This design comes from an exercise in tuning for small area, a short achievable clock period and few clock cycles per item on the open sky130 flow, not from production work.
The RTL was checked by simulation tests, not by an equivalence proof against the original design.
Power and IR drop assume default switching activity.

v42:
Design Mult, start of the top module:
module Mult (MultStart, out_A, out_B, rst, clk, HI, LOW, EndMult);
Size in the first run: about 120 flip-flops, ~26000 sq um of cells after synthesis.
clock: 6.5 ns
lec_check: 0
cap_margin: 20
core_margin: 2
core_utilization: 40
setup_slack_margin: 1.6
slew_margin: 20
synth_hierarchical: 1
synth_minimum_keep_size: 0
standard.sh (not shown) runs the stock make flow with config.mk's settings and CLKGATE_MAP_FILE= SYNTH_SCRIPT=/design/flow/synth_recipe.tcl, a recipe that flattens the netlist after the stock synthesis.
==> flow/flow/run.sh <==
#!/bin/bash
# The standard layout (the standard.sh: ORFS synthesis to finish), except that
# the port buffers are sky130_fd_sc_hd__buf_4 rather than the delay-cell buffer
# that buffer_ports picks by default. The make output goes to standard.log; ORFS
# keeps each step's own log under orfs/logs/.
set -uo pipefail
bash standard.sh "BUFFER_PORTS_ARGS=-buffer_cell sky130_fd_sc_hd__buf_4" finish > standard.log 2>&1
Testbench counts of v42, summed over its fixed seeds: cycles 960, items 960.
Here is what was changed in the inputs of v13 compared with v42.
==> flow/flow/run.sh <==
#!/bin/bash
# The standard layout (the standard.sh: ORFS synthesis to finish), except that
# the port buffers are sky130_fd_sc_hd__buf_2 rather than the delay-cell buffer
# that buffer_ports picks by default. The make output goes to standard.log; ORFS
# keeps each step's own log under orfs/logs/.
set -uo pipefail
bash standard.sh "BUFFER_PORTS_ARGS=-buffer_cell sky130_fd_sc_hd__buf_2" finish > standard.log 2>&1
-- flow/config.mk --
<<< v42, line 10
export CORE_UTILIZATION = 40
export SETUP_SLACK_MARGIN = 1.6
export SLEW_MARGIN = 20
>>> v13, line 10
export CORE_UTILIZATION = 40
export SETUP_SLACK_MARGIN = 1.5
export SLEW_MARGIN = 20
[summary]
v13 ran to completion and came out clean on the timing, DRC and antenna checks.
Summary of v13 over v42: maximum resistive drop on vdd went up, share of final layout cell area taken by clock buffers and inverters about even, number of logic stages on the critical path including buffering lower.
On worst setup slack, v42 beats v13.
Inputs modified between v13 and v31:
-- flow/config.mk --
<<< v13, line 14
export SYNTH_MINIMUM_KEEP_SIZE = 0
>>> v31, line 14
export SYNTH_MINIMUM_KEEP_SIZE = 0
export TNS_END_PERCENT = 0
## What came out
- As far as power in sequential cells is concerned, v13 and v31 perform about the same.
- Between v31 and v13, the total combinational power figures differ only marginally.
- Compared with v13, v31 shows a lower routed length on met3.
- Est. power | v31 vs v13 | v31 lower
- Relative to v13, cell leakage power has decreased by about 0.4% in v31.
- v31 vs v13 — measured slew at the worst slew-check pin dropped 0.015 ns.
> inputs changed (v31 -> v27)
-- flow/config.mk --
<<< v31, line 10
export CORE_UTILIZATION = 40
export SETUP_SLACK_MARGIN = 1.5
>>> v27, line 10
export CORE_UTILIZATION = 40
export CTS_BUF_LIST = sky130_fd_sc_hd__clkbuf_4 sky130_fd_sc_hd__clkbuf_8
export SETUP_SLACK_MARGIN = 1.5
<<< v31, line 14
export SYNTH_MINIMUM_KEEP_SIZE = 0
export TNS_END_PERCENT = 0
>>> v27, line 15
export SYNTH_MINIMUM_KEEP_SIZE = 0
export TNS_END_PERCENT = 20
--- outcome ---
Having completed the whole flow, v27 delivered a layout that passed the timing, DRC and antenna checks. Via count: v27 vs v31 — no meaningful difference. Wire length essentially unchanged between v27 and v31. Changes observed in v27 relative to v31: sequential cell count neither gained nor lost much, final critical-path setup slack increased by 0.049 ns relative to the old numbers. When v27 is set beside v31, its routed metal-1 wirelength turns out to be 150 microns larger. v27 ended with less final standard cell utilization of the core than v31. Comparing v31 with v27, the fraction of area in registers came out essentially unchanged. Looking at DRC violation total after the first TritonRoute iteration, v27 sits above v31. v31 -> v27: clock power decreased by more than 10%. Re maximum ir drop on the vdd rail: v27 is 1.2% up on v31.

---

Starting RTL as in the previous note.
==> flow/design.v (excerpt) <==
module Mult (MultStart, out_A, out_B, rst, clk, HI, LOW, EndMult);
Settings: LEC_CHECK=0, CAP_MARGIN=20, CORE_MARGIN=2, CORE_UTILIZATION=40, SETUP_SLACK_MARGIN=1.5, SLEW_MARGIN=20, SYNTH_HIERARCHICAL=1, SYNTH_MINIMUM_KEEP_SIZE=0; clock period 6.5 ns.
==> flow/flow/run.sh <==
#!/bin/bash
# The standard layout (the standard.sh: ORFS synthesis to finish), except that
# the port buffers are sky130_fd_sc_hd__buf_1 rather than the delay-cell buffer
# that buffer_ports picks by default. The make output goes to standard.log; ORFS
# keeps each step's own log under orfs/logs/.
set -uo pipefail
bash standard.sh "BUFFER_PORTS_ARGS=-buffer_cell sky130_fd_sc_hd__buf_1" finish > standard.log 2>&1
The baseline passed the timing, DRC and antenna checks.
Testbench counts at the start, summed over its fixed seeds: cycles 960, items 960.
Rerun with:
==> flow/flow/run.sh (replaced) <==
#!/bin/bash
# The standard layout (the standard.sh: ORFS synthesis to finish), except that
# the port buffers are sky130_fd_sc_hd__buf_4 rather than the delay-cell buffer
# that buffer_ports picks by default. The make output goes to standard.log; ORFS
# keeps each step's own log under orfs/logs/.
set -uo pipefail
bash standard.sh "BUFFER_PORTS_ARGS=-buffer_cell sky130_fd_sc_hd__buf_4" finish > standard.log 2>&1
=> Sequential share of layout area stays flat. Clock-buffer cell count fell by 1. Non-clock buffer count fell by 59. Synthesized area stays the same.
Rerun with:
SETUP_SLACK_MARGIN = 1.7   (was 1.5)
After rerunning: Die area does not change. Worst setup slack gains 0.11 ns. Wire length rises by 5.4%.
Rerun with:
==> flow/flow/run.sh (replaced) <==
#!/bin/bash
# The standard layout (the standard.sh: ORFS synthesis to finish), except that
# the port buffers are sky130_fd_sc_hd__buf_2 rather than the delay-cell buffer
# that buffer_ports picks by default. The make output goes to standard.log; ORFS
# keeps each step's own log under orfs/logs/.
set -uo pipefail
bash standard.sh "BUFFER_PORTS_ARGS=-buffer_cell sky130_fd_sc_hd__buf_2" finish > standard.log 2>&1
CTS_BUF_LIST = sky130_fd_sc_hd__clkbuf_4 sky130_fd_sc_hd__clkbuf_8   (was unset)
TNS_END_PERCENT = 20   (was unset)
Result: Utilization goes down by 1.4 points. Die area stays the same. Power goes down by a few percent.
Rerun with:
CTS_BUF_LIST = unset   (was sky130_fd_sc_hd__clkbuf_4 sky130_fd_sc_hd__clkbuf_8)
SETUP_SLACK_MARGIN = 1.5   (was 1.7)
Result: Power goes down by a few percent. Count of clock-buffer cells in the layout stays the same. Clock power goes up by a quarter to a third.

---

Setup of run 1:
Mult again, from the RTL that the note above started with.
export LEC_CHECK = 0
export CAP_MARGIN = 20
export CORE_MARGIN = 2
export CORE_UTILIZATION = 40
export CTS_BUF_LIST = sky130_fd_sc_hd__clkbuf_4 sky130_fd_sc_hd__clkbuf_8
export PLACE_DENSITY = 0.8
export SETUP_SLACK_MARGIN = 1.5
export SLEW_MARGIN = 20
export SYNTH_HIERARCHICAL = 1
export SYNTH_MINIMUM_KEEP_SIZE = 0
export TNS_END_PERCENT = 20
create_clock -name core_clock -period 6.5 [get_ports {clk}]
==> flow/flow/run.sh <==
#!/bin/bash
# The standard layout (the standard.sh: ORFS synthesis to finish), except that
# the port buffers are sky130_fd_sc_hd__buf_2 rather than the delay-cell buffer
# that buffer_ports picks by default. The make output goes to standard.log; ORFS
# keeps each step's own log under orfs/logs/.
set -uo pipefail
bash standard.sh "BUFFER_PORTS_ARGS=-buffer_cell sky130_fd_sc_hd__buf_2" finish > standard.log 2>&1
Testbench counts of run 1, summed over its fixed seeds: cycles 960, items 960.
Here is what was changed in the inputs of run 5 compared with run 1.
==> flow/flow/run.sh <==
#!/bin/bash
# The standard layout (the standard.sh: ORFS synthesis to finish), except that
# the port buffers are sky130_fd_sc_hd__buf_4 rather than the delay-cell buffer
# that buffer_ports picks by default. The make output goes to standard.log; ORFS
# keeps each step's own log under orfs/logs/.
set -uo pipefail
bash standard.sh "BUFFER_PORTS_ARGS=-buffer_cell sky130_fd_sc_hd__buf_4" finish > standard.log 2>&1
-- flow/config.mk --
<<< run 1, line 11
export CTS_BUF_LIST = sky130_fd_sc_hd__clkbuf_4 sky130_fd_sc_hd__clkbuf_8
export PLACE_DENSITY = 0.8
export SETUP_SLACK_MARGIN = 1.5
>>> run 5, line 11
export CTS_BUF_LIST = sky130_fd_sc_hd__clkbuf_4 sky130_fd_sc_hd__clkbuf_8
export SETUP_SLACK_MARGIN = 1.5
<<< run 1, line 16
export SYNTH_MINIMUM_KEEP_SIZE = 0
export TNS_END_PERCENT = 20
>>> run 5, line 15
export SYNTH_MINIMUM_KEEP_SIZE = 0
==> comparison <==
- Compared with run 1, run 5 shows a worst hold margin that is 0.017 ns higher.
- On met1 global-route usage: run 5 sits above run 1.
- On area occupied by multi-input gates, run 5 and run 1 are basically level.
- There was hardly any difference in sequential share of layout area between run 1 and run 5.
- Global-route usage: run 5 > run 1
- Run 5 -> run 1: number of library cell types mapped by synthesis delta 0, exact match
- The higher pre-CTS setup slack came out of run 5.
- Summary — post-cts sizing count, run 5 relative to run 1: higher, by 4.

static timing again, ports no longer ideal:
In the flow no input, the clock included, has a driving cell. The finished layouts below were timed again as built, in two steps. Step 1 assumes that a clkbuf_16 drives the clock port and a buf_2 every other input. Step 2, shift: input delay + t, output delay - t, t = (earliest + latest rising clock arrival at the registers) / 2. This alone moves slack from input paths to output paths. Three values: no drivers, after step 1, after step 2; two values: the first two.
run | t (ns) | slack for setup (ns) | hold slack, ns
v42 | 0.548 | 1.653 / 1.656 / 1.114 | 0.968 / 0.933 / 1.481
v13 | 0.548 | 1.559 / 1.597 / 1.049 | 0.961 / 0.927 / 1.475
v31 | 0.546 | 1.527 / 1.538 / 0.992 | 0.963 / 0.931 / 1.477
v27 | 0.621 | 1.576 / 1.584 / 0.975 | 0.891 / 0.852 / 1.473
the first run of note 2 | 0.550 | 1.550 / 1.573 / 1.023 | 0.968 / 0.927 / 1.477
the second run of note 2 | 0.554 | 1.589 / 1.606 / 1.074 | 0.962 / 0.930 / 1.483
the third run of note 2 | 0.554 | 1.701 / 1.640 / 1.109 | 0.956 / 0.925 / 1.479
the fourth run of note 2 | 0.620 | 1.679 / 1.619 / 1.145 | 0.889 / 0.853 / 1.473
the fifth run of note 2 | 0.546 | 1.555 / 1.586 / 1.043 | 0.964 / 0.932 / 1.478
run 1 | 0.621 | 1.538 / 1.538 / 0.946 | 0.876 / 0.839 / 1.461
run 5 | 0.614 | 1.567 / 1.547 / 0.970 | 0.893 / 0.865 / 1.479
After both steps setup and hold are still met in every run listed. The setup slack of v27, which loses most, moves by +0.008 ns with the drivers and by -0.601 ns with both steps.
